From an optimization exercise on the open Yosys and OpenROAD flow, aimed at small area and a short achievable clock period; shortcuts taken in it are not production practice.
At most, simulation tests tie the RTL to the original design; equivalence was not proved.
Function not checked in run 4: the RTL went through the layout flow alone.
Power is estimated from default activity; no workload was simulated.

==> flow/design.v (outline; a module is shown in full before it is edited, if it fits) <==
// module ksa_inv: 5 lines
// module ksa_nand2: 5 lines
// module ksa_nor2: 5 lines
// module ksa_nand3: 5 lines
// module ksa_nand4: 5 lines
// module ksa_and2: 5 lines
// module ksa_and3: 5 lines
// module ksa_xor2: 5 lines
// module ksa_xnor2: 5 lines
// module ksa_aoi21: 5 lines
// module ksa_a21boi: 5 lines
// module ksa_oai21: 5 lines
// module ksa_fa: 7 lines
// module ksa_ha: 6 lines
// module VKSA_blocks: 263 lines
// module VKSA_256: 1827 lines
// module VKSA_256_top: 21 lines
module VKSA_256_top (in_clk, in_A, in_B, in_CI, out_S, out_CO);
  // ...
==> flow/flow/run.sh <==
#!/bin/bash
# Standard synthesis and layout, with plain minimum-size buffers on the ports
# (buffer_ports would otherwise pick clkdlybuf4s50_1, a slow delay cell), and
# with every gate reset to its smallest drive strength after global placement
# (flow/downsize.tcl), so that timing repair upsizes only what it needs.
set -euo pipefail
bash standard.sh synth > synth.log 2>&1
bash standard.sh "BUFFER_PORTS_ARGS=-buffer_cell sky130_fd_sc_hd__buf_1" \
  "POST_GLOBAL_PLACE_TCL=$PWD/flow/downsize.tcl" finish > layout.log 2>&1
==> flow/flow/downsize.tcl <==
# Start timing repair from minimum-size gates: every combinational cell that
# synthesis mapped to a larger drive strength is swapped for the smallest cell
# of the same function (same name but for the drive-strength suffix). The
# resizer then upsizes only the gates that timing needs.
set n 0
set saved 0.0
foreach inst [get_cells *] {
  set lc [get_lib_cells -of_objects $inst]
  if {$lc eq "" || $lc eq "NULL"} { continue }
  set name [get_name $lc]
  if {![regexp {^(sky130_fd_sc_hd__[a-z0-9]+)_([0-9]+)$} $name -> base drive]} { continue }
  if {[string match "*df*" $base] || [string match "*clk*" $base] || [string match "*tap*" $base]} { continue }
  set best $name
  set best_area [get_property $lc area]
  foreach cand [get_lib_cells ${base}_*] {
    set cname [get_name $cand]
    if {![regexp "^${base}_\[0-9\]+\$" $cname]} { continue }
    if {[get_property $cand dont_use]} { continue }
    set a [get_property $cand area]
    if {$a < $best_area} { set best $cname; set best_area $a }
  }
  if {$best ne $name} {
    set saved [expr {$saved + [get_property $lc area] - $best_area}]
    replace_cell $inst [get_lib_cells $best]
    incr n
  }
}
puts "downsize.tcl: downsized $n cells, [format %.1f $saved] um2"
==> flow/standard.sh <==
#!/bin/bash
# synth_recipe.tcl (not shown) runs the flow's synth.tcl, then flattens the netlist and writes it again
# the make line also repeats each setting of config.mk as NAME=value (left out here)
make -C /OpenROAD-flow-scripts/flow DESIGN_CONFIG=/design/flow/config.mk WORK_HOME=/design/flow/orfs CLKGATE_MAP_FILE= SYNTH_SCRIPT=/design/flow/synth_recipe.tcl "${@:-finish}"
==> flow/config.mk <==
export PLATFORM = sky130hd
export DESIGN_NAME = VKSA_256_top
export DESIGN_NICKNAME = VKSA_256_top
export VERILOG_FILES = /design/flow/design.v
export SDC_FILE = /design/flow/constraint.sdc
export NUM_CORES = 4
export LEC_CHECK = 0
export CAP_MARGIN = 20
export CORE_AREA = 17 17 227 227
export CTS_CLUSTER_DIAMETER = 150
export CTS_CLUSTER_SIZE = 30
export DIE_AREA = 0 0 244 244
export PLACE_DENSITY = 0.5
export SETUP_SLACK_MARGIN = 3.2
export SLEW_MARGIN = 20
export SYNTH_HIERARCHICAL = 1
export TNS_END_PERCENT = 5
==> flow/constraint.sdc <==
create_clock -name core_clock -period 5.5 [get_ports {in_clk}]
set_input_delay 1.1000 -clock core_clock [delete_from_list [all_inputs] [get_ports {in_clk}]]
set_output_delay 1.1000 -clock core_clock [all_outputs]
set_load 0.01 [all_outputs]
==> results.txt, run 1 <==
* Top Layer Used: met4
* Largest stage delay, worst path at 0.35 ns
* Synth Area in Adders at 20.77%
* Inverters at 124
* Vias per Instance at 4.898
* Reg-to-Reg End: out_S[166]
* FF-to-FF path depth at 12
* Seq pwr at 5.59 mW
* DR WL met2 at 42,550 um
* Peak supply drop at 0.2656 mV
* Unrepaired setup endpoints after global routing: true
* Io pins at 771
* Sequential Area at 0.01164 mm^2
* Setup TNS at 0 ns
* Status: no timing/DRC/antenna violations
* P_comb at 2.33 mW
* Number of port buffers at 770
* Clk pwr share at 20.1%
* Total power at 9.908 mW
* N_taps at 585
* Largest cell class: sequential cells
* Synth Area in Compound Gates at 6.300%
* Flops & latches, synth at 578
* Fin. Hold Viols at 0
* Post-synth cell types at 13
* RR Startpoint: r_bs[67]
* Crit Path Max Fanout at 1
* Clock network area share at 2.201%
* Simple-Gate Fraction of Synth Area at 9.098%
* Comb power frac at 23.5%
* Initial Util at 51.57%
* Placed inst area at 0.02552 mm^2
* Initial DRT Pass Iterations at 5
* Syn_nets at 2,642
* Setup WS pre-CTS at 1.350 ns
* Initial antenna violation count at 2
* Layout area overhead at 23.03%
* CP Data Required Time at 4.40 ns
==> inputs of run 2 (changes only) <==
--- a/flow/config.mk
+++ b/flow/config.mk
@@ -9,4 +9,4 @@
 export CORE_AREA = 17 17 227 227
-export CTS_CLUSTER_DIAMETER = 150
-export CTS_CLUSTER_SIZE = 30
+export CTS_CLUSTER_DIAMETER = 100
+export CTS_CLUSTER_SIZE = 20
 export DIE_AREA = 0 0 244 244
==> results.txt, run 2 <==
* Status: no timing/DRC/antenna violations
* Layout area overhead at 24.83%
* Initial antenna violation count at 2 (unchanged)
* Largest net degree at the start of global routing at 21
* Clock buffer depth at 3
* Avg Synthesized Cell Area at 11.95 um^2
* Delay-heaviest family, CP: compound AO/OA/AOI/OAI gates
* Tightest Hold Check Type: register to register
* TritonCTS clock tree: built
* WL final at 79,600 um
* Non-Filler Instances at 3,305
* Die area at 0.05954 mm^2
* Io pins at 771 (unchanged)
* Post-Synthesis Cells at 1,872
* Hold-fix buffers at CTS at 0
* Final min period at 2.330 ns
* Post-layout net count at 3,486
* Leak pwr at 11.35 nW
* Initial Util at 51.57% (unchanged)
* Layout filler cell count at 3,693
* Max cap viols at 0
* Largest registers: out_S: 256 flops, r_bs: 256 flops, r_bg: 65 flops
* Global route overflow at 0
* Post-synth top area share at 51.74%
* Clk_skew at 0.01349 ns
* Slew headroom at 72.08%
* PwrDens at 373.8 mW/mm^2
* CTS Sinks at 578
* CP max stage cell: dfxtp_2
* Ys flop type: dfxtp_1
* Top-count cell post-synth: dfxtp_1
* Clock slew at reported path FFs at 0.08 ns
* Crit path kind: register to register
* Worst Max-Slew Pin Slew at 0.4187 ns
* Hold WS at 0.3304 ns
* Flops & latches, synth at 578 (unchanged)
* Slew Limit Fails at 0
* Commonest cells post-synth: dfxtp_1 (578), fa_1 (192), nor2_1 (180), xor2_1 (148), nand2_1 (138)
* Unrepaired setup endpoints after global routing: true
* Synth warn at 7
* Placed insts at 3,225
* Most frequent cells in the layout: buf_1 (769), dfxtp_1 (537), fa_1 (192)
* Core area at 0.04336 mm^2
* Post-synth top area cell: dfxtp_1
* Post-synth EDFFs at 0
* Fin. Hold Viols at 0 (unchanged)
* Vias per Instance at 4.907 (+0.18%)
* Largest stage delay, worst path at 0.35 ns (about the same)
* Vias post-DR at 16,220
* Area of the multi-input gates at 0.01092 mm^2
* Crit Path Max Fanout at 5 (+4)
* CP bufs+invs at 3
* CTS Buf Count at 34
* Syn_nets at 2,642 (unchanged)
* Row cnt at 76
* Total number of H-tree levels at 2
* Worst path arrival time at 2.76 ns
* Setup TNS at 0 ns (unchanged)
* Final setup violating endpoints at 0
* Largest cells by area after synthesis: dfxtp_1 (52%), fa_1 (17%), xor2_1 (5.8%)
* Gr usage total at 25.06%
* Clock latency (worst-skew pair) at 0.55 ns
* Die Y at 244 um
* Final period util at 42.36%
* Cell Chain, Critical Path: nand4_1 -> inv_2 -> a21oi_4 -> o21ai_2 -> a21oi_2 -> o21ai_2 -> buf_4 -> a21oi_2 -> o21ai_4 -> buf_12 -> a21oi_4 -> nor2_1 -> xor2_1
* Global-route wire length before repair at 113,300 um
* Asr flop ratio synth at 0%
* Fmax at 429.3 MHz
* Routed Antenna Nets at 0
* Layout cell share with drive strength beyond 1 at 11.33%
* Seq/Total Area, Yosys at 51.74%
* CP Capture Type: register
* Drt initial violations at 722
* Vias in the first global route at 17,270
* Initial DRT Pass Iterations at 5 (unchanged)
* Sequential Area at 0.01162 mm^2 (-0.15%)
* Commonest non-fill, non-tap cell in the layout: buf_1
* Die Wd at 244 um
* Startpoint Class: register
* DP HPWL at 69,910 um
* Routed len/inst at 24.09 um
* Post-synth cell types at 13 (unchanged)
* Residual DRC at 0
* Root Driver: clkbuf_16
* Peak supply drop at 0.2317 mV (-13%)
* Post-Syn Area at 0.02236 mm^2
* CP Data Required Time at 5.93 ns (+1.53 ns)
* Number of port buffers at 770 (unchanged)
==> run 2: area by class of cell <==
type	count	area share (%)
sequential	578	41.64
timing repair buffer	811	11.56
antenna	2	0.01793
tap	585	2.622
inverter	124	1.676
multi-input combinational	1167	39.12
clock buffer	38	3.366
==> run 2: per-module statistics from Yosys (local to each module, per instance), excerpt <==
module / flip-flops and latches / times used / area, um^2 / cells
ksa_nand4: 0 / 84 / 6.256 / 1
ksa_oai21: 0 / 75 / 5.005 / 1
ksa_nand3: 0 / 63 / 5.005 / 1
ksa_nor2: 0 / 180 / 3.754 / 1
ksa_fa: 0 / 192 / 20.02 / 1
ksa_inv: 0 / 124 / 3.754 / 1
ksa_nand2: 0 / 138 / 3.754 / 1
VKSA_256: 0 / 1 / 22.52 / 3
VKSA_256_top: 578 / 1 / 11570 / 578
ksa_xnor2: 0 / 105 / 8.758 / 1
ksa_aoi21: 0 / 118 / 8.758 / 1
==> run 2: worst paths after layout <==
kind         slack (ns)         end      from  cells after the start
max reg2reg        3.17  out_S[166]  r_bs[67]                     13
min                0.33    out_S[2]   r_bs[2]                      0
min reg2reg        0.33    out_S[2]   r_bs[2]                      0
max                3.17  out_S[166]  r_bs[67]                     13
==> run 2: per-stage QoR <==
| stage | setup slack, ns | cell area (um^2) | util (%) | total power [mW] |
|---|---|---|---|---|
| 2_1_floorplan | 2.920 | 22490 | - | 6.609 |
| 3_3_place_gp | 2.237 | 26100 | 60.18 | 7.919 |
| 3_5_place_dp | 1.350 | 25520 | 58.86 | 7.862 |
| 4_1_cts | 3.144 | 27310 | 62.98 | 10.48 |
| 5_1_grt | 3.071 | 27910 | 64.38 | 10.95 |
| 6_report | 3.170 | 27910 | 64.38 | 10.43 |
==> run 2: worst register-to-register path: cells and delay by family (launching register included) <==
family,cells,cell delay [ns]
AO/OA/AOI/OAI,7,1.15
XOR/XNOR,1,0.15
buffers and inverters,3,0.37
flip-flops,1,0.35
AND/OR/NAND/NOR,2,0.20
==> run 2: per-layer routing <==
layer / vias up / GRT usage, % / part of all wire [%] / wire, um
met5: - / 0 / 0 / 0
met4: 0 / 5.995 / 2.3 / 1847
met3: 83 / 7.122 / 7.1 / 5677
met2: 520 / 47.69 / 54 / 42750
met1: 7893 / 27.00 / 37 / 29330
li1: 7721 / - / - / -
==> run 2: timing repair <==
item | CTS | global route
buffers inserted | 25 | 15
endpoints found under the setup margin | 235 | 170
gates resized for setup | 139 | 162
pin swaps | 14 | 29
==> run 2: cell families (layout without fill, tap and decap cells) <==
logic type | count (synthesis) | count (layout) | synth area share (%)
flip-flops | 578 | 578 | 51.74
AND/OR/NAND/NOR | 465 | 465 | 9.098
adder cells (fa/ha/maj) | 256 | 256 | 20.77
XOR/XNOR | 253 | 253 | 9.909
AO/OA/AOI/OAI | 193 | 193 | 6.300
buffers and inverters | 127 | 973 | 2.182
other | 0 | 2 | 0
==> run 2: report_power, final <==
part / switching, mW / internal, mW / leakage (nW) / total [mW]
logic: 1.44 / 0.900 / 6.01 / 2.34
registers: 0.544 / 5.05 / 4.88 / 5.59
clock network: 1.29 / 1.21 / 0.463 / 2.50
==> inputs of run 3 (changes only) <==
--- a/flow/config.mk
+++ b/flow/config.mk
@@ -8,6 +8,6 @@
 export CAP_MARGIN = 20
-export CORE_AREA = 17 17 227 227
-export CTS_CLUSTER_DIAMETER = 100
-export CTS_CLUSTER_SIZE = 20
-export DIE_AREA = 0 0 244 244
+export CORE_AREA = 20 20 230 230
+export CTS_CLUSTER_DIAMETER = 120
+export CTS_CLUSTER_SIZE = 24
+export DIE_AREA = 0 0 250 250
 export PLACE_DENSITY = 0.5
==> results.txt, run 3 <==
* Fin. Hold Viols at 0 (unchanged)
* Hold path startpoint: r_bs[1]
* Final min period at 2.324 ns (-0.006060 ns)
* Initial antenna violation count at 3 (+1)
* Placed inst area at 0.02552 mm^2 (unchanged)
* CP Capture Type: output pin
* Initial Util at 51.57% (unchanged)
* Worst path arrival time at 1.22 ns (-1.54 ns)
* Commonest cells post-synth: dfxtp_1 (578), fa_1 (192), nor2_1 (180), xor2_1 (148), nand2_1 (138)
* Global route overflow at 0 (unchanged)
* Largest net degree at the start of global routing at 25 (+19%)
* CP Data Required Time at 4.40 ns (-1.53 ns)
* Layout area overhead at 24.80% (about the same)
* Area of the multi-input gates at 0.01112 mm^2 (+1.9%)
* Switching pwr at 3.282 mW (+0.24%)
* Row cnt at 76 (unchanged)
* Final setup violating endpoints at 0 (unchanged)
* Comb power frac at 23.5% (+1.1 points)
* Reg-to-Reg End: out_S[188]
* CTS Sinks at 578 (unchanged)
* Die Y at 250 um (+2.5%)
* Fmax at 430.4 MHz (+0.26%)
* CP max stage cell: dfxtp_1
* TritonCTS clock tree: built
* Routed Antenna Nets at 0 (unchanged)
* Drt initial violations at 732 (+1.4%)
* Non-Filler Instances at 3,294 (-0.33%)
* Clock buffer depth at 3 (unchanged)
* Flops & latches, synth at 578 (unchanged)
* Clock slew at reported path FFs at 0.09 ns (about the same)
* Initial DRT Pass Iterations at 5 (unchanged)
* Avg Synthesized Cell Area at 11.95 um^2 (unchanged)
* Status: no timing/DRC/antenna violations
* WL final at 82,390 um (+3.5%)
* Worst Setup EP: out_S[153]
* Die Wd at 250 um (+2.5%)
* Largest cells by area after synthesis: dfxtp_1 (52%), fa_1 (17%), xor2_1 (5.8%)
* Final period util at 42.25% (-0.11 points)
* Max cap viols at 0 (unchanged)
* Root Driver: clkbuf_16
* Sw frac at 32.23% (+0.85 points)
* Unrepaired setup endpoints after global routing: true
* Gr busiest metal: met2
* Commonest non-fill, non-tap cell in the layout: buf_1
* Largest registers: out_S: 256 flops, r_bs: 256 flops, r_bg: 65 flops
* Startpoint Class: register
* Vias post-DR at 16,210 (-0.074%)
* Final Instance Area at 0.02791 mm^2 (about the same)
* Worst Max-Slew Pin Slew at 0.4313 ns (+0.01256 ns)
* Seq/Total Area, Yosys at 51.74% (unchanged)
* Post-synth top area share at 51.74% (unchanged)
* Total power at 10.18 mW (-2.4%)
* Largest stage delay, worst path at 0.32 ns (-0.03 ns)
* Sequential fraction of design power at 54.8% (+1.2 points)
* Post-Synthesis Cells at 1,872 (unchanged)
* Post-synth top area cell: dfxtp_1
* Syn_nets at 2,642 (unchanged)
* Slew Limit Fails at 0 (unchanged)
* Crit path kind: register to output pin
* Leak pwr at 11.30 nW (-0.45%)
* Post-Syn Area at 0.02236 mm^2 (unchanged)
* Met2 usage at 45.34% (-2.3 points)
* Global-route wire length before repair at 115,700 um (+2.1%)
* Slew headroom at 71.25% (-0.84 points)
* Ys flop type: dfxtp_1
* Core area at 0.04336 mm^2 (unchanged)
* Total number of H-tree levels at 1 (-1)
* Vias per Instance at 4.920 (+0.26%)
* Synth warn at 7 (unchanged)
* Most frequent cells in the layout: buf_1 (768), dfxtp_1 (527), fa_1 (192)
* Clock latency (worst-skew pair) at 0.59 ns (+0.04 ns)
* Setup WS pre-CTS at 1.398 ns (+0.04756 ns)
* Number of port buffers at 770 (unchanged)
* PwrDens at 364.9 mW/mm^2 (-2.4%)
* Sequential Area at 0.01164 mm^2 (+0.13%)
* Hold WS at 0.3333 ns (+0.002961 ns)
* Layout filler cell count at 3,666 (-0.73%)
* CP bufs+invs at 1 (-2)
* Asr flop ratio synth at 0% (unchanged)
* Grt met3 use at 8.529% (+1.4 points)
* CTS Buf Count at 28 (-18%)
* Post-synth cell types at 13 (unchanged)
* Delay-heaviest family, CP: flip-flops
* DP HPWL at 73,120 um (+4.6%)
* Die area at 0.06250 mm^2 (+5.0%)
* Setup TNS at 0 ns (unchanged)
* Routed len/inst at 25.01 um (+3.8%)
* Peak supply drop at 0.2282 mV (-1.5%)
* CP Launch Point: out_S[153]
* Post-synth EDFFs at 0 (unchanged)
* Gr usage total at 24.40% (-0.66 points)
* Vias in the first global route at 17,010 (-1.5%)
* Tightest Hold Check Type: register to register
* Cell Chain, Critical Path: buf_1
* Met1 GRT Util at 25.33% (-1.7 points)
* R2R Setup Slk at 3.22 ns (+0.05 ns)
* Clk_skew at 0.02352 ns (+0.01003 ns)
* Internal power at 6.901 mW (-3.6%)
* Clk pwr share at 21.7% (-2.3 points)
* Setup ws final at 3.176 ns (+0.006060 ns)
* Residual DRC at 0 (unchanged)
* Io pins at 771 (unchanged)
* Top-count cell post-synth: dfxtp_1
* Layout cell share with drive strength beyond 1 at 12.31% (+0.97 points)
* Fin util at 64.36% (about the same)
* Post-layout net count at 3,476 (-0.29%)
* RR Startpoint: r_bs[44]
* Placed insts at 3,225 (unchanged)
* WP depth at 1 (-12)
* Crit Path Max Fanout at 1 (-4)
* FF-to-FF path depth at 11 (-2)
[run 3: cell counts after synthesis]
No cell type changed its count.
[run 3: modules after synthesis (local to each module, per instance), excerpt]
module	flip-flops and latches	cells	times used	cell area (um^2)
VKSA_256	0	3	1	22.52
VKSA_256_top	578	578	1	11570
ksa_aoi21	0	1	118	8.758
ksa_fa	0	1	192	20.02
ksa_ha	0	1	64	12.51
ksa_inv	0	1	124	3.754
ksa_nand2	0	1	138	3.754
ksa_nand3	0	1	63	5.005
ksa_nand4	0	1	84	6.256
ksa_nor2	0	1	180	3.754
ksa_oai21	0	1	75	5.005
ksa_xnor2	0	1	105	8.758
ksa_xor2	0	1	148	8.758
[run 3: power by group through the flow]
stage / combinational, mW / clock (mW) / sequential (mW)
2_1_floorplan: 0.831 / 0 / 5.78
3_3_place_gp: 2.32 / 0 / 5.64
3_5_place_dp: 2.26 / 0 / 5.65
4_1_cts: 2.38 / 2.25 / 5.57
5_1_grt: 2.62 / 2.43 / 5.68
6_report: 2.39 / 2.21 / 5.58
[run 3: cell type report]
cell class	instances	area share, %
Clock inverter	1	0.1076
Tap cell	585	2.623
Sequential cell	578	41.70
Inverter	124	1.668
Multi-Input combinational cell	1167	39.86
Timing Repair Buffer	807	11.42
Clock buffer	29	2.600
Antenna cell	3	0.02690
[run 3: worst min-delay path by stage]
stage	endpoint	slack (ns)	cells after the start
2_1_floorplan	out_CO	0.39	2
3_3_place_gp	out_S[1]	0.31	0
3_5_place_dp	out_S[1]	0.31	0
4_1_cts	out_S[1]	0.33	0
5_1_grt	out_S[1]	0.35	0
6_report	out_S[1]	0.33	0
[run 3: logic make-up after synthesis]
group                    after synthesis  share of synthesized area [%]
adder cells (fa/ha/maj)              256                          20.77
buffers and inverters                127                          2.182
AND/OR/NAND/NOR                      465                          9.098
flip-flops                           578                          51.74
AO/OA/AOI/OAI                        193                          6.300
XOR/XNOR                             253                          9.909
[run 3: routing by layer]
layer	part of all wire, %	wire (um)
met4	3.9	3186
met1	35	28910
met5	0	0
met2	53	43520
met3	8.2	6767
[run 3: repair_timing]
| item | CTS | global route |
|---|---|---|
| setup buffers | 22 | 14 |
| pin swaps | 17 | 25 |
| setup endpoints to repair | 270 | 206 |
| resized for setup | 147 | 211 |
| endpoints found under the hold margin | 0 | 0 |
| hold buffers | 0 | 0 |
| gates cloned | 0 | 0 |
==> inputs of run 4 (changes only) <==
--- a/flow/design.v
+++ b/flow/design.v
@@ -35,2 +35,7 @@
 endmodule
+module ksa_and4 (a, b, c, d, y);
+  input a, b, c, d;
+  output y;
+  assign y = a & b & c & d;
+endmodule
 module ksa_xor2 (a, b, y);
--- a/flow/config.mk
+++ b/flow/config.mk
@@ -8,6 +8,7 @@
 export CAP_MARGIN = 20
-export CORE_AREA = 20 20 230 230
+export CORE_AREA = 17 17 227 227
+export CTS_BUF_LIST = sky130_fd_sc_hd__clkbuf_8 sky130_fd_sc_hd__clkbuf_16
 export CTS_CLUSTER_DIAMETER = 120
 export CTS_CLUSTER_SIZE = 24
-export DIE_AREA = 0 0 250 250
+export DIE_AREA = 0 0 244 244
 export PLACE_DENSITY = 0.5
==> results.txt, run 4 <==
* Avg Synthesized Cell Area at 11.95 um^2 (unchanged)
* Tightest Hold Check Type: register to register
* CP Data Required Time at 4.40 ns (about the same)
* Crit Path Max Fanout at 1 (unchanged)
* Top-count cell post-synth: dfxtp_1
* Clock buffer depth at 3 (unchanged)
* WL met1 at 29,350 um (+1.5%)
* Post-synth cell types at 13 (unchanged)
* Initial DRT Pass Iterations at 5 (unchanged)
* CP bufs+invs at 1 (unchanged)
* Largest cells by area after synthesis: dfxtp_1 (52%), fa_1 (17%), xor2_1 (5.8%)
* CTS Buf Count at 28 (unchanged)
* Fin. Hold Viols at 0 (unchanged)
* Final period util at 42.05% (-0.19 points)
* Gr usage total at 24.75% (+0.35 points)
* Post-Syn Area at 0.02236 mm^2 (unchanged)
* Synth warn at 7 (unchanged)
* Post-synth top area share at 51.74% (unchanged)
* Routed Antenna Nets at 0 (unchanged)
* Flops & latches, synth at 578 (unchanged)
* Clk pwr share at 21.8% (about the same)
* CP Capture Type: output pin
* Die Y at 244 um (-2.4%)
* Max cap viols at 0 (unchanged)
* Ys flop type: dfxtp_1
* Unrepaired setup endpoints after global routing: true
* Post-synth top area cell: dfxtp_1
* CTS Sinks at 578 (unchanged)
* Seq/Total Area, Yosys at 51.74% (unchanged)
* PwrDens at 365.9 mW/mm^2 (+0.29%)
* Clk_skew at 0.02448 ns (+0.0009639 ns)
* Asr flop ratio synth at 0% (unchanged)
* Total number of H-tree levels at 1 (unchanged)
* Startpoint Class: register
* TritonCTS clock tree: built
* Global route overflow at 0 (unchanged)
* Core area at 0.04336 mm^2 (unchanged)
* Setup TNS at 0 ns (unchanged)
* Slew Limit Fails at 0 (unchanged)
* Delay-heaviest family, CP: flip-flops
* Vias in the first global route at 17,130 (+0.71%)
* Largest registers: out_S: 256 flops, r_bs: 256 flops, r_bg: 65 flops
* Top Layer Used: met4
* Largest net degree at the start of global routing at 25 (unchanged)
* Drt initial violations at 749 (+2.3%)
* Global-route wire length before repair at 112,500 um (-2.8%)
* Vias per Instance at 4.902 (-0.36%)
* CP max stage cell: dfxtp_1
* Initial Util at 51.57% (unchanged)
* Post-synth EDFFs at 0 (unchanged)
* Clock latency (worst-skew pair) at 0.58 ns (about the same)
* Most frequent cells in the layout: buf_1 (767), dfxtp_1 (535), fa_1 (192)
* Row cnt at 76 (unchanged)
* Syn_nets at 2,642 (unchanged)
* Layout cell share with drive strength beyond 1 at 11.12% (-1.2 points)
* Met3 wire len at 5579 um (-18%)
* Cell Chain, Critical Path: buf_1
* Commonest cells post-synth: dfxtp_1 (578), fa_1 (192), nor2_1 (180), xor2_1 (148), nand2_1 (138)
* Vias post-DR at 16,140 (-0.39%)
* Post-layout net count at 3,476 (unchanged)
* Peak supply drop at 0.2500 mV (+9.5%)
* DR WL met2 at 42,550 um (-2.2%)
* Final setup violating endpoints at 0 (unchanged)
* Status: no timing/DRC/antenna violations
* Worst path arrival time at 1.21 ns (about the same)
* Initial antenna violation count at 2 (-1)
* Worst Max-Slew Pin Slew at 0.4015 ns (-0.02984 ns)
* Die area at 0.05954 mm^2 (-4.7%)
* DP HPWL at 69,910 um (-4.4%)
* Final min period at 2.313 ns (-0.01063 ns)
* Sw frac at 31.90% (-0.33 points)
* Residual DRC at 0 (unchanged)
* Post-Synthesis Cells at 1,872 (unchanged)
* Total power at 10.13 mW (-0.56%)
* Commonest non-fill, non-tap cell in the layout: buf_1
* Routed len/inst at 24.07 um (-3.8%)
* Number of port buffers at 770 (unchanged)
* Sequential fraction of design power at 55.2% (+0.4 points)
* Crit path kind: register to output pin
* Root Driver: clkbuf_16
* Comb power frac at 23.0% (-0.5 points)
* Slew headroom at 73.24% (+2.0 points)
* WL final at 79,260 um (-3.8%)
* Layout area overhead at 23.74%
* Largest stage delay, worst path at 0.37 ns (+0.05 ns)
* Switching pwr at 3.230 mW (-1.6%)
* Fmax at 432.4 MHz (+0.46%)
* Internal power at 6.895 mW (about the same)
* Leak pwr at 11.24 nW (-0.52%)
* Io pins at 771 (unchanged)
* Clock slew at reported path FFs at 0.09 ns (about the same)
* Die Wd at 244 um (-2.4%)
* Hold-fix buffers at CTS at 0 (unchanged)
[run 4: cell counts after synthesis]
Identical to the previous run, type by type.
[run 4: timing repair]
action	4_1_cts	5_1_grt
setup buffers	23	13
endpoints found under the setup margin	248	180
cloned	0	0
pin swaps	13	21
gates resized for setup	138	161
[run 4: cell families (layout without fill, tap and decap cells)]
kind of cell	count (synthesis)	count (layout)	synth area share (%)
DFF	578	578	51.74
and+or+nand+nor	465	465	9.098
adders and majority gates	256	256	20.77
xor gates and xnor gates	253	253	9.909
AOI/OAI and AO/OA	193	193	6.300
buffers and inverters	127	961	2.182
other	0	2	0
[run 4: power by group through the flow]
stage                     Sequential, mW  Clock [mW]  Combinational, mW
after floorplan                     5.78           0              0.831
after CTS                           5.58        2.25               2.33
after global placement              5.66           0               2.26
after global routing                5.68        2.40               2.55
final                               5.59        2.20               2.33
after detailed placement            5.66           0               2.20
[run 4: final cells by class]
cell class                      count  area (um^2)
Multi-Input combinational cell   1167        10890
Clock buffer                       29        725.7
Timing Repair Buffer              807         3201
Inverter                          124        465.4
Sequential cell                   578        11620
Clock inverter                      1        30.03
Tap cell                          585        732.0
Antenna cell                        2        5.005
Fill cell                        3708        15690
[run 4: metal layers]
| metal | vias up | global-route usage, % |
|---|---|---|
| li1 | 7688 | - |
| met3 | 75 | 7.079 |
| met1 | 7893 | 26.95 |
| met4 | 0 | 4.659 |
| met5 | - | 0 |
| met2 | 486 | 47.32 |
[run 4: worst reg2reg max path, delay by kind of cell, from the launching register on]
kind,cells,cell delay [ns]
AOI/OAI and AO/OA,2,0.42
xor gates and xnor gates,1,0.16
buffers and inverters,1,0.14
DFF,1,0.38
and+or+nand+nor,7,1.10
[run 4: path summary, 6_finish.rpt]
| check | slack (ns) | end | from | cells past startpoint |
|---|---|---|---|---|
| hold reg to reg | 0.33 | out_S[2] | r_bs[2] | 0 |
| setup / recovery | 3.19 | out_S[104] | out_S[104] | 1 |
| setup reg to reg | 3.23 | out_S[172] | r_bs[69] | 11 |
| hold / removal | 0.33 | out_S[2] | r_bs[2] | 0 |
[run 4: Yosys stat by module (local to each module, per instance), a selection]
module,area (um^2),cells inside,times used,flip-flops and latches
ksa_inv,3.754,1,124,0
ksa_nor2,3.754,1,180,0
ksa_nand4,6.256,1,84,0
ksa_fa,20.02,1,192,0
VKSA_256_top,11570,578,1,578
ksa_nand2,3.754,1,138,0
[run 4: through the flow]
stage	worst slack, ns	instances	util (%)	instance area [um^2]	hold slack (ns)
global placement	2.237	3225	60.18	26100	0.3111
finish	3.187	3293	63.82	27670	0.3335
global route	3.098	3293	63.82	27670	0.3520
CTS	3.120	3278	62.48	27090	0.3337
floorplan	2.920	1872	-	22490	0.3916
detailed placement	1.350	3225	58.86	25520	0.3121
==> inputs of run 5 (changes only) <==
--- a/flow/design.v
+++ b/flow/design.v
@@ -35,7 +35,2 @@
 endmodule
-module ksa_and4 (a, b, c, d, y);
-  input a, b, c, d;
-  output y;
-  assign y = a & b & c & d;
-endmodule
 module ksa_xor2 (a, b, y);
==> flow/flow/run.sh (replaced) <==
#!/bin/bash
# Standard synthesis and layout, with:
# - plain minimum-size buffers on the ports (buffer_ports would otherwise pick
#   clkdlybuf4s50_1, a slow delay cell);
# - the pins in bit order around the die (flow/pins.tcl);
# - every gate reset to its smallest drive strength after global placement
#   (flow/downsize.tcl), so that timing repair upsizes only what it needs.
set -euo pipefail
bash standard.sh synth > synth.log 2>&1
bash standard.sh "BUFFER_PORTS_ARGS=-buffer_cell sky130_fd_sc_hd__buf_1" \
  "PRE_IO_PLACEMENT_TCL=$PWD/flow/pins.tcl" \
  "POST_GLOBAL_PLACE_TCL=$PWD/flow/downsize.tcl" finish > layout.log 2>&1
==> flow/flow/pins.tcl (new file) <==
# Pin order: the adder's bit slices follow each other around the die, each
# bit's in_A, in_B and out_S pins side by side, so that the carry network runs
# around a ring of bit slices: bits 0-79 on the bottom edge, 80-127 on the
# right, 128-207 on the top and 208-255 on the left (the top and bottom edges
# have the finer pin pitch).
set edges {bottom right top left}
set bounds {0 80 128 208 256}
for {set q 0} {$q < 4} {incr q} {
  set names {}
  if {$q == 0} { lappend names in_CI }
  for {set i [lindex $bounds $q]} {$i < [lindex $bounds [expr {$q + 1}]]} {incr i} {
    lappend names "in_A\[$i\]" "in_B\[$i\]" "out_S\[$i\]"
  }
  if {$q == 3} { lappend names out_CO }
  if {$q >= 2} { set names [lreverse $names] }
  set_io_pin_constraint -pin_names $names -region [lindex $edges $q]:* -group -order
}
--- a/flow/config.mk
+++ b/flow/config.mk
@@ -9,3 +9,2 @@
 export CORE_AREA = 17 17 227 227
-export CTS_BUF_LIST = sky130_fd_sc_hd__clkbuf_8 sky130_fd_sc_hd__clkbuf_16
 export CTS_CLUSTER_DIAMETER = 120
@@ -13,4 +12,3 @@
 export DIE_AREA = 0 0 244 244
-export PLACE_DENSITY = 0.5
-export SETUP_SLACK_MARGIN = 3.2
+export SETUP_SLACK_MARGIN = 3.25
 export SLEW_MARGIN = 20
==> results.txt, run 5 <==
* Initial Util at 51.57% (unchanged)
* CTS Sinks at 578 (unchanged)
* Initial DRT Pass Iterations at 5 (unchanged)
* Tightest Hold Check Type: register to register
* Peak supply drop at 0.2387 mV (-4.5%)
* Slew headroom at 66.45% (-6.8 points)
* Largest registers: out_S: 256 flops, r_bs: 256 flops, r_bg: 65 flops
* DP HPWL at 69,260 um (-0.92%)
* Clk pwr share at 21.4% (-0.4 points)
* Vias in the first global route at 17,830 (+4.1%)
* Commonest non-fill, non-tap cell in the layout: buf_1
* Die area at 0.05954 mm^2 (unchanged)
* Cell Chain, Critical Path: buf_1
* Layout area overhead at 26.34%
* Initial antenna violation count at 0 (-2)
* Final Instance Area at 0.02825 mm^2 (+2.1%)
* Seq/Total Area, Yosys at 51.74% (unchanged)
* CP max stage cell: buf_1
* Total power at 10.32 mW (+1.9%)
* CTS Buf Count at 28 (unchanged)
* Layout cell share with drive strength beyond 1 at 14.66% (+3.5 points)
* WL final at 79,680 um (+0.53%)
* Total number of H-tree levels at 1 (unchanged)
* Final min period at 2.368 ns (+0.05534 ns)
* Worst Max-Slew Pin Slew at 0.5033 ns (+0.1018 ns)
* Delay-heaviest family, CP: buffers and inverters
* Placed insts at 3,225 (unchanged)
* Sequential fraction of design power at 54.6% (-0.6 points)
* Asr flop ratio synth at 0% (unchanged)
* Clock latency (worst-skew pair) at 0.59 ns (about the same)
* Max cap viols at 0 (unchanged)
* Setup WS pre-CTS at 1.378 ns (+0.02804 ns)
* Residual DRC at 0 (unchanged)
* Most frequent cells in the layout: buf_1 (769), dfxtp_1 (499), fa_1 (192)
* TritonCTS clock tree: built
* Post-layout net count at 3,491 (+0.43%)
* Largest cells by area after synthesis: dfxtp_1 (52%), fa_1 (17%), xor2_1 (5.8%)
* Ant diodes at 0 (-2)
* Global route overflow at 0 (unchanged)
* Drt initial violations at 786 (+4.9%)
* Clock slew at reported path FFs at 0.09 ns (about the same)
* Slew Limit Fails at 0 (unchanged)
* Root Driver: clkbuf_16
* Largest stage delay, worst path at 0.35 ns (-0.02 ns)
* Avg Synthesized Cell Area at 11.95 um^2 (unchanged)
* Commonest cells post-synth: dfxtp_1 (578), fa_1 (192), nor2_1 (180), xor2_1 (148), nand2_1 (138)
* Die Y at 244 um (unchanged)
* Post-Synthesis Cells at 1,872 (unchanged)
* Crit path kind: register to output pin
* Fmax at 422.3 MHz (-2.3%)
* Sw frac at 32.56% (+0.66 points)
* Clk_skew at 0.02353 ns (-0.0009479 ns)
* Crit Path Max Fanout at 1 (unchanged)
* Global-route wire length before repair at 113,800 um (+1.2%)
* Clock buffer depth at 3 (unchanged)
* CP bufs+invs at 1 (unchanged)
* Vias post-DR at 16,380 (+1.5%)
* Final setup violating endpoints at 0 (unchanged)
* Core area at 0.04336 mm^2 (unchanged)
* Status: no timing/DRC/antenna violations
* Top-count cell post-synth: dfxtp_1
* Hold WS at 0.3368 ns (+0.003308 ns)
* Switching pwr at 3.361 mW (+4.0%)
* Synth warn at 7 (unchanged)
* Fin util at 65.15% (+1.3 points)
* Ys flop type: dfxtp_1
* PwrDens at 365.3 mW/mm^2 (-0.16%)
* Leak pwr at 11.44 nW (+1.7%)
* Post-synth top area share at 51.74% (unchanged)
* Internal power at 6.961 mW (+0.95%)
* Setup TNS at 0 ns (unchanged)
* Gr usage total at 24.77% (about the same)
* CP Capture Type: output pin
* Io pins at 771 (unchanged)
* Vias per Instance at 4.954 (+1.1%)
* Post-synth EDFFs at 0 (unchanged)
* Setup ws final at 3.132 ns (-0.05534 ns)
* Unrepaired setup endpoints after global routing: true
* Routed len/inst at 24.10 um (+0.13%)
* Placed inst area at 0.02552 mm^2 (unchanged)
* Die Wd at 244 um (unchanged)
* Worst path arrival time at 1.27 ns (+0.06 ns)
* CP Data Required Time at 4.40 ns (about the same)
* Final period util at 43.06% (+1.0 points)
* Number of port buffers at 770 (unchanged)
* Layout filler cell count at 3,544 (-4.4%)
* Syn_nets at 2,642 (unchanged)
* Routed Antenna Nets at 0 (unchanged)
* Row cnt at 76 (unchanged)
* Largest net degree at the start of global routing at 25 (unchanged)
* Fin. Hold Viols at 0 (unchanged)
* Flops & latches, synth at 578 (unchanged)
* Non-Filler Instances at 3,306 (+0.39%)
* Hold-fix buffers at CTS at 0 (unchanged)
* Post-synth top area cell: dfxtp_1
* Post-Syn Area at 0.02236 mm^2 (unchanged)
* Startpoint Class: register
* Post-synth cell types at 13 (unchanged)
* Comb power frac at 24.0% (+1.0 points)
[run 5: cell counts after synthesis]
No cell type changed its count.
[run 5: final timing paths]
kind / startpoint / to / slack, ns / depth (start not counted)
max: out_S[215] / out_S[215] / 3.13 / 1
min: r_bs[0] / out_S[0] / 0.34 / 0
max reg2reg: r_bs[11] / out_S[133] / 3.15 / 13
min reg2reg: r_bs[0] / out_S[0] / 0.34 / 0
[run 5: per-module statistics from Yosys (local to each module, per instance), excerpt]
| module | times used | cells inside |
|---|---|---|
| VKSA_256 | 1 | 3 |
| VKSA_256_top | 1 | 578 |
| ksa_fa | 192 | 1 |
| ksa_inv | 124 | 1 |
| ksa_nand3 | 63 | 1 |
| ksa_nand4 | 84 | 1 |
| ksa_oai21 | 75 | 1 |
| ksa_xnor2 | 105 | 1 |
[run 5: kinds of logic (layout without fill, tap and decap cells)]
kind of cell / count (synthesis) / after routing / synth area share (%)
AO/OA/AOI/OAI: 193 / 193 / 6.300
buffers and inverters: 127 / 976 / 2.182
adder cells (fa/ha/maj): 256 / 256 / 20.77
XOR/XNOR: 253 / 253 / 9.909
AND/OR/NAND/NOR: 465 / 465 / 9.098
flip-flops: 578 / 578 / 51.74
[run 5: power groups by stage]
stage	Clock (mW)	Combinational [mW]	Sequential, mW
floorplan	0	0.831	5.78
global placement	0	2.36	5.68
detailed placement	0	2.29	5.68
CTS	2.26	2.43	5.60
global route	2.41	2.69	5.72
finish	2.21	2.48	5.63
[run 5: area by class of cell]
class | instances | area (um^2) | area share [%]
sequential | 578 | 11680 | 41.33
multi-input combinational | 1167 | 11270 | 39.90
timing repair buffer | 822 | 3348 | 11.85
tap | 585 | 732.0 | 2.591
clock buffer | 29 | 725.7 | 2.569
inverter | 124 | 465.4 | 1.647
clock inverter | 1 | 30.03 | 0.1063
[run 5: layer usage]
| layer | global-route usage, % | wire (um) |
|---|---|---|
| met3 | 5.520 | 4717 |
| met5 | 0 | 0 |
| met2 | 47.93 | 43460 |
| met4 | 6.263 | 2323 |
| met1 | 26.81 | 29180 |
[run 5: repair_timing]
| item | 4_1_cts | 5_1_grt |
|---|---|---|
| buffers inserted | 24 | 27 |
| pin swaps | 15 | 47 |
| resized for setup | 134 | 294 |
| endpoints found under the setup margin | 374 | 367 |
==> inputs of run 6 (changes only) <==
==> flow/flow/run.sh (replaced) <==
#!/bin/bash
# Standard synthesis and layout, with:
# - plain buffers on the ports (buffer_ports would otherwise pick
#   clkdlybuf4s50_1, a slow delay cell): minimum size on the inputs, and
#   OUT_BUF_CELL on the outputs, which drive the output load;
# - every gate reset to its smallest drive strength after global placement
#   (flow/downsize.tcl), so that timing repair upsizes only what it needs.
set -euo pipefail
bash standard.sh synth > synth.log 2>&1
bash standard.sh "BUFFER_PORTS_ARGS=-buffer_cell sky130_fd_sc_hd__buf_1" \
  "POST_GLOBAL_PLACE_TCL=$PWD/flow/downsize.tcl" \
  "OUT_BUF_CELL=${OUT_BUF_CELL:-sky130_fd_sc_hd__buf_2}" finish > layout.log 2>&1
--- a/flow/flow/downsize.tcl
+++ b/flow/flow/downsize.tcl
@@ -28 +28,19 @@
 puts "downsize.tcl: downsized $n cells, [format %.1f $saved] um2"
+# The output-port buffers drive the output load and the wire to the pin: give
+# them the cell named in OUT_BUF_CELL.
+if {[info exists ::env(OUT_BUF_CELL)]} {
+  set n 0
+  foreach bterm [[ord::get_db_block] getBTerms] {
+    if {[$bterm getIoType] ne "OUTPUT"} { continue }
+    foreach iterm [[$bterm getNet] getITerms] {
+      if {[$iterm isOutputSignal]} {
+        set inst [$iterm getInst]
+        if {[string match "*buf*" [[$inst getMaster] getName]]} {
+          replace_cell [get_cells [$inst getName]] [get_lib_cells $::env(OUT_BUF_CELL)]
+          incr n
+        }
+      }
+    }
+  }
+  puts "downsize.tcl: set $n output buffers to $::env(OUT_BUF_CELL)"
+}
--- a/flow/config.mk
+++ b/flow/config.mk
@@ -12,2 +12,3 @@
 export DIE_AREA = 0 0 244 244
+export PLACE_DENSITY = 0.5
 export SETUP_SLACK_MARGIN = 3.25
removed: flow/flow/pins.tcl
==> results.txt, run 6 <==
* Status: no timing/DRC/antenna violations
* Crit path kind: register to output pin
* CTS Sinks at 578 (unchanged)
* Largest registers: out_S: 256 flops, r_bs: 256 flops, r_bg: 65 flops
* CP Data Required Time at 4.40 ns (about the same)
* Commonest non-fill, non-tap cell in the layout: buf_1
* Clk_skew at 0.02222 ns (-0.001310 ns)
* TritonCTS clock tree: built
* Layout filler cell count at 3,535 (-0.25%)
* Die area at 0.05954 mm^2 (unchanged)
* Global route overflow at 0 (unchanged)
* Vias post-DR at 16,210 (-1.0%)
* CP Capture Type: output pin
* Clock slew at reported path FFs at 0.09 ns (about the same)
* Commonest cells post-synth: dfxtp_1 (578), fa_1 (192), nor2_1 (180), xor2_1 (148), nand2_1 (138)
* PwrDens at 361.0 mW/mm^2 (-1.2%)
* Vias per Instance at 4.889 (-1.3%)
* Hold-fix buffers at CTS at 0 (unchanged)
* Unrepaired setup endpoints after global routing: true
* Worst Max-Slew Pin Slew at 0.4032 ns (-0.1001 ns)
* Post-synth EDFFs at 0 (unchanged)
* Layout area overhead at 27.84%
* Final setup violating endpoints at 0 (unchanged)
* Layout cell share with drive strength beyond 1 at 23.54% (+8.9 points)
* Post-synth top area cell: dfxtp_1
* CTS Buf Count at 28 (unchanged)
* Root Driver: clkbuf_16
* DP HPWL at 69,950 um (+1.0%)
* Seq/Total Area, Yosys at 51.74% (unchanged)
* Non-Filler Instances at 3,315 (+0.27%)
* Routed Antenna Nets at 0 (unchanged)
* Fmax at 439.4 MHz (+4.1%)
* Die Wd at 244 um (unchanged)
* Cell Chain, Critical Path: buf_2
* Vias in the first global route at 17,270 (-3.2%)
* Max cap viols at 0 (unchanged)
* Row cnt at 76 (unchanged)
* Fin. Hold Viols at 0 (unchanged)
* WL final at 79,780 um (+0.12%)
* Crit Path Max Fanout at 1 (unchanged)
* Final min period at 2.276 ns (-0.09219 ns)
* Avg Synthesized Cell Area at 11.95 um^2 (unchanged)
* Residual DRC at 0 (unchanged)
* Final period util at 41.38% (-1.7 points)
* Leak pwr at 12.19 nW (+6.6%)
* Slew headroom at 73.12% (+6.7 points)
* Initial Util at 51.57% (unchanged)
* Post-synthesis mux area share at 0% (unchanged)
* Number of port buffers at 770 (unchanged)
* Worst path arrival time at 1.18 ns (-0.09 ns)
* Simple-Gate Fraction of Synth Area at 9.098% (unchanged)
* Setup TNS at 0 ns (unchanged)
* Syn_nets at 2,642 (unchanged)
* Post-Synthesis Cells at 1,872 (unchanged)
* Total number of H-tree levels at 1 (unchanged)
* Delay-heaviest family, CP: flip-flops
* Clock buffer depth at 3 (unchanged)
* Gr usage total at 24.97% (+0.20 points)
* Clock latency (worst-skew pair) at 0.59 ns (about the same)
* Placed insts at 3,225 (unchanged)
* CP bufs+invs at 1 (unchanged)
* Drt initial violations at 697 (-11%)
* Largest cells by area after synthesis: dfxtp_1 (52%), fa_1 (17%), xor2_1 (5.8%)
* Io pins at 771 (unchanged)
* Die Y at 244 um (unchanged)
* Synth Area in Compound Gates at 6.300% (unchanged)
* Peak supply drop at 0.2248 mV (-5.8%)
* Post-synth cell types at 13 (unchanged)
* Most frequent cells in the layout: buf_1 (513), dfxtp_1 (511), buf_2 (256)
* Largest net degree at the start of global routing at 25 (unchanged)
* Ys flop type: dfxtp_1
* Tightest Hold Check Type: register to register
* Routed len/inst at 24.07 um (-0.15%)
* Largest family of logic cells by synthesized area: adder cells
* Slew Limit Fails at 0 (unchanged)
* Flops & latches, synth at 578 (unchanged)
* Post-synthesis xor/xnor area fraction at 9.909% (unchanged)
* Post-synth top area share at 51.74% (unchanged)
* Post-layout net count at 3,493 (+0.057%)
* Synth Area in Adders at 20.77% (unchanged)
* Synth warn at 7 (unchanged)
* Top-count cell post-synth: dfxtp_1
* Startpoint Class: register
* Global-route wire length before repair at 112,900 um (-0.81%)
* Largest stage delay, worst path at 0.42 ns (+0.07 ns)
* Post-Syn Area at 0.02236 mm^2 (unchanged)
* Initial antenna violation count at 7 (+7)
* Asr flop ratio synth at 0% (unchanged)
* CP max stage cell: dfxtp_1
* Core area at 0.04336 mm^2 (unchanged)
* Initial DRT Pass Iterations at 5 (unchanged)
==> run 6: cell counts after synthesis <==
Identical to the previous run, type by type.
==> run 6: path summary, 6_finish.rpt <==
check	endpoint	slack [ns]	from	depth (start not counted)
hold reg to reg	out_S[2]	0.33	r_bs[2]	0
setup reg to reg	out_S[229]	3.23	r_bs[3]	11
hold / removal	out_S[2]	0.33	r_bs[2]	0
setup / recovery	out_S[32]	3.22	out_S[32]	1
==> run 6: final cells by class <==
class / instances / area, um^2 / share of cell area (%)
diodes: 7 / 17.52 / 0.06127
clock buffers: 29 / 725.7 / 2.539
inverters: 124 / 467.9 / 1.637
multi-input cells: 1167 / 11290 / 39.50
well taps: 585 / 732.0 / 2.560
clock inverters: 1 / 30.03 / 0.1050
repair buffers: 824 / 3661 / 12.81
flip-flops and latches: 578 / 11660 / 40.79
==> run 6: modules after synthesis (local to each module, per instance), excerpt <==
| module | cells | cell area, um^2 | flip-flops and latches | copies in the design |
|---|---|---|---|---|
| VKSA_256 | 3 | 22.52 | 0 | 1 |
| ksa_oai21 | 1 | 5.005 | 0 | 75 |
| VKSA_256_top | 578 | 11570 | 578 | 1 |
| ksa_fa | 1 | 20.02 | 0 | 192 |
| ksa_nor2 | 1 | 3.754 | 0 | 180 |
| ksa_nand4 | 1 | 6.256 | 0 | 84 |
| ksa_inv | 1 | 3.754 | 0 | 124 |
| ksa_ha | 1 | 12.51 | 0 | 64 |
| ksa_aoi21 | 1 | 8.758 | 0 | 118 |
| ksa_xor2 | 1 | 8.758 | 0 | 148 |
| ksa_nand2 | 1 | 3.754 | 0 | 138 |
| ksa_xnor2 | 1 | 8.758 | 0 | 105 |
| ksa_nand3 | 1 | 5.005 | 0 | 63 |
==> run 6: layer usage <==
layer	wire length, um	global-route usage (%)	up-vias
li1	-	-	7734
met1	28870	26.68	7857
met2	41970	45.70	504
met3	6091	8.064	113
met4	2847	8.784	0
met5	0	0	-
==> run 6: cells by family (layout without fill, tap and decap cells) <==
group,after synthesis,in the layout
flops,578,578
compound gates,193,193
other cells,0,7
xor+xnor,253,253
buf+inv,127,978
fa+ha+maj,256,256
simple gates,465,465
==> run 6: repair_timing <==
action	4_1_cts	5_1_grt
pin swaps	22	44
buffers inserted	32	21
gates resized for setup	195	220
setup endpoints to repair	256	198
==> run 6: power breakdown <==
part	switching, mW	internal (mW)	leakage (nW)	total [mW]
combinational	1.46	1.06	6.94	2.53
sequential	0.534	5.05	4.88	5.59
clock	1.26	0.948	0.369	2.21
==> run 6: per-stage QoR <==
stage          worst slack, ns  hold WS [ns]  utilization [%]  total power [mW]  instance area (um^2)
2_1_floorplan            2.920        0.3916                -             6.609                 22490
3_3_place_gp             2.237        0.3111            60.18             7.919                 26100
3_5_place_dp             1.347        0.3135            59.60             7.980                 25840
4_1_cts                  3.218        0.3350            63.79             10.31                 27660
5_1_grt                  3.142        0.3494            65.93             10.83                 28590
6_report                 3.224        0.3348            65.93             10.32                 28590
==> inputs of run 7 (changes only) <==
--- a/flow/config.mk
+++ b/flow/config.mk
@@ -13,3 +13,3 @@
 export PLACE_DENSITY = 0.5
-export SETUP_SLACK_MARGIN = 3.25
+export SETUP_SLACK_MARGIN = 3.2
 export SLEW_MARGIN = 20
==> results.txt, run 7 <==
* Status: no timing/DRC/antenna violations
* Slew Limit Fails at 0 (unchanged)
* Flops & latches, synth at 578 (unchanged)
* CP bufs+invs at 3 (+2)
* Seq/Total Area, Yosys at 51.74% (unchanged)
* PwrDens at 366.8 mW/mm^2 (+1.6%)
* Syn_nets at 2,642 (unchanged)
* CTS Sinks at 578 (unchanged)
* Final min period at 2.364 ns (+0.08793 ns)
* Hold-fix buffers at CTS at 0 (unchanged)
* Comb power frac at 24.0% (-0.5 points)
* Total number of H-tree levels at 1 (unchanged)
* Largest registers: out_S: 256 flops, r_bs: 256 flops, r_bg: 65 flops
* Gr usage total at 24.94% (about the same)
* Unrepaired setup endpoints after global routing: true
* Die area at 0.05954 mm^2 (unchanged)
* Largest net degree at the start of global routing at 25 (unchanged)
* Sequential Area at 0.01161 mm^2 (-0.44%)
* Root Driver: clkbuf_16
* Switching pwr at 3.206 mW (-1.5%)
* Setup WS pre-CTS at 1.347 ns (unchanged)
* Layout area overhead at 24.72%
* Setup TNS at 0 ns (unchanged)
* Io pins at 771 (unchanged)
* Asr flop ratio synth at 0% (unchanged)
* Top-count cell post-synth: dfxtp_1
* Initial antenna violation count at 8 (+1)
* Commonest non-fill, non-tap cell in the layout: dfxtp_1
* Sequential fraction of design power at 54.5% (+0.4 points)
* Internal power at 7.024 mW (-0.56%)
* CTS Buf Count at 28 (unchanged)
* Delay-heaviest family, CP: compound AO/OA/AOI/OAI gates
* Core area at 0.04336 mm^2 (unchanged)
* Drt initial violations at 777 (+11%)
* Fmax at 423.0 MHz (-3.7%)
* Residual DRC at 0 (unchanged)
* Post-synth cell types at 13 (unchanged)
* Most frequent cells in the layout: dfxtp_1 (548), buf_1 (513), buf_2 (257)
* Clock slew at reported path FFs at 0.09 ns (about the same)
* Largest cells by area after synthesis: dfxtp_1 (52%), fa_1 (17%), xor2_1 (5.8%)
* Routed len/inst at 23.95 um (-0.50%)
* CP Capture Type: register
* Vias in the first global route at 17,250 (-0.098%)
* Startpoint Class: register
* Setup ws final at 3.136 ns (-0.08793 ns)
* Final setup violating endpoints at 0 (unchanged)
* Vias per Instance at 4.885 (about the same)
* Final period util at 42.98% (+1.6 points)
* Slew headroom at 72.38% (-0.74 points)
* Layout cell share with drive strength beyond 1 at 18.87% (-4.7 points)
* Cell Chain, Critical Path: nand4_1 -> inv_2 -> a21oi_4 -> o21ai_1 -> a21oi_2 -> o21ai_2 -> buf_4 -> a21oi_2 -> o21ai_4 -> buf_12 -> a21oi_4 -> nor2_1 -> xor2_1
* Number of port buffers at 770 (unchanged)
* DP HPWL at 69,950 um (unchanged)
* Layout filler cell count at 3,615 (+2.3%)
* Worst path arrival time at 2.84 ns (+1.66 ns)
* Post-synth top area share at 51.74% (unchanged)
* Worst Max-Slew Pin Slew at 0.4142 ns (+0.01108 ns)
* Global-route wire length before repair at 112,800 um (-0.11%)
* Post-synth top area cell: dfxtp_1
* Area of the multi-input gates at 0.01076 mm^2 (-4.7%)
* Max cap viols at 0 (unchanged)
* Initial DRT Pass Iterations at 5 (unchanged)
* Crit Path Max Fanout at 5 (+4)
* Crit path kind: register to register
* CP Data Required Time at 5.97 ns (+1.57 ns)
* Avg Synthesized Cell Area at 11.95 um^2 (unchanged)
* Largest stage delay, worst path at 0.36 ns (-0.06 ns)
* Global route overflow at 0 (unchanged)
* Vias post-DR at 16,120 (-0.52%)
* Post-Syn Area at 0.02236 mm^2 (unchanged)
* Initial Util at 51.57% (unchanged)
* Clk pwr share at 21.5% (about the same)
* CP max stage cell: dfxtp_2
* Synth warn at 7 (unchanged)
* Clock latency (worst-skew pair) at 0.59 ns (about the same)
* Die Wd at 244 um (unchanged)
* Clk_skew at 0.02382 ns (+0.001599 ns)
* Row cnt at 76 (unchanged)
* Sw frac at 31.34% (-0.21 points)
* Post-Synthesis Cells at 1,872 (unchanged)
* TritonCTS clock tree: built
* Tightest Hold Check Type: register to register
* Commonest cells post-synth: dfxtp_1 (578), fa_1 (192), nor2_1 (180), xor2_1 (148), nand2_1 (138)
* Post-synth EDFFs at 0 (unchanged)
* Post-layout net count at 3,478 (-0.43%)
* Fin. Hold Viols at 0 (unchanged)
* WL final at 79,050 um (-0.92%)
* Clock buffer depth at 3 (unchanged)
* Leak pwr at 11.94 nW (-2.0%)
* Ys flop type: dfxtp_1
* Routed Antenna Nets at 0 (unchanged)
* Peak supply drop at 0.2328 mV (+3.6%)
* Die Y at 244 um (unchanged)
==> run 7: kinds of logic (layout without fill, tap and decap cells) <==
group | count (synthesis) | count (layout) | synth area share (%)
simple gates | 465 | 465 | 9.098
fa+ha+maj | 256 | 256 | 20.77
compound gates | 193 | 193 | 6.300
buf+inv | 127 | 963 | 2.182
flops | 578 | 578 | 51.74
xor+xnor | 253 | 253 | 9.909
other cells | 0 | 8 | 0
==> run 7: worst paths after layout <==
kind | startpoint | endpoint | slack [ns] | cells after the start
setup / recovery | r_bs[67] | out_S[165] | 3.14 | 13
hold / removal | r_bs[2] | out_S[2] | 0.33 | 0
setup reg to reg | r_bs[67] | out_S[165] | 3.14 | 13
hold reg to reg | r_bs[2] | out_S[2] | 0.33 | 0
==> run 7: per-stage QoR <==
step / std cells / utilization, % / power (mW) / instance area [um^2] / hold slack (ns)
4_1_cts: 3279 / 63.40 / 10.29 / 27490 / 0.3350
3_3_place_gp: 3225 / 60.18 / 7.919 / 26100 / 0.3111
3_5_place_dp: 3225 / 59.60 / 7.980 / 25840 / 0.3135
2_1_floorplan: 1872 / - / 6.609 / 22490 / 0.3916
5_1_grt: 3301 / 64.32 / 10.75 / 27890 / 0.3494
6_report: 3301 / 64.32 / 10.23 / 27890 / 0.3347
==> run 7: per-module statistics from Yosys, one instance, submodules excluded, excerpt <==
module	area, um^2	copies in the design	cells inside	flops+latches
ksa_ha	12.51	64	1	0
ksa_oai21	5.005	75	1	0
ksa_nand4	6.256	84	1	0
ksa_xor2	8.758	148	1	0
ksa_nor2	3.754	180	1	0
ksa_fa	20.02	192	1	0
ksa_inv	3.754	124	1	0
VKSA_256	22.52	1	3	0
ksa_xnor2	8.758	105	1	0
ksa_nand3	5.005	63	1	0
ksa_aoi21	8.758	118	1	0
==> run 7: repair_timing <==
| item | 4_1_cts | 5_1_grt |
|---|---|---|
| resized for setup | 160 | 86 |
| gates cloned | 0 | 0 |
| pin swaps | 12 | 20 |
| setup endpoints to repair | 230 | 143 |
| setup buffers | 24 | 14 |
==> run 7: power groups by stage <==
stage	combinational (mW)	clock, mW	sequential, mW
2_1_floorplan	0.831	0	5.78
3_3_place_gp	2.26	0	5.66
3_5_place_dp	2.34	0	5.64
4_1_cts	2.47	2.26	5.56
5_1_grt	2.68	2.40	5.67
6_report	2.46	2.20	5.57
==> run 7: area by class of cell <==
class / count / area share [%]
repair buffers: 809 / 12.71
diodes: 8 / 0.07177
clock buffers: 29 / 2.602
multi-input cells: 1167 / 38.58
well taps: 585 / 2.624
inverters: 124 / 1.678
clock inverters: 1 / 0.1077
flip-flops and latches: 578 / 41.62
==> run 7: per-layer routing <==
metal / track usage [%] / part of all wire [%]
met5: 0 / 0
met4: 8.985 / 3.6
met3: 8.053 / 7.7
met2: 45.55 / 52
met1: 26.66 / 36

[afterwards: timing with drivers on the ports]
In the flow no input, the clock included, has a driving cell. The finished layouts below were timed again as built, in two steps.
Step 1, drivers: a clkbuf_16 drives in_clk and a buf_2 each remaining input, both assumed.
Step 2 adds t to the input delays and takes it off the output delays; t is the mean of the earliest and latest rising clock arrival at the registers after step 1. Input paths then give back, and output paths get back, about the clock's delay inside the block.
Three values: ideal ports, drivers, drivers and shift; two values: the first two.
run	shift t [ns]	setup slack, ns	worst setup path at the end	latest minus earliest clock arrival (ns)	worst data-port slew with drivers (ns)
run 1	0.617	3.163 / 3.104 / 2.612	input to register	0.023 / 0.023	0.11
run 2	0.597	3.170 / 3.139 / 2.608	input to register	0.014 / 0.014	0.11
run 3	0.639	3.176 / 3.116 / 2.620	input to register	0.024 / 0.024	0.12
run 4	0.628	3.187 / 3.126 / 2.623	input to register	0.024 / 0.024	0.11
run 5	0.637	3.132 / 3.072 / 2.584	input to register	0.024 / 0.024	0.07
run 6	0.631	3.224 / 3.168 / 2.622	input to register	0.022 / 0.023	0.12
run 7	0.631	3.136 / 3.136 / 2.622	input to register	0.024 / 0.025	0.12
After both steps every run listed still meets setup and hold. The setup slack of run 6, which loses most, moves by -0.056 ns with the drivers and by -0.602 ns with both steps.
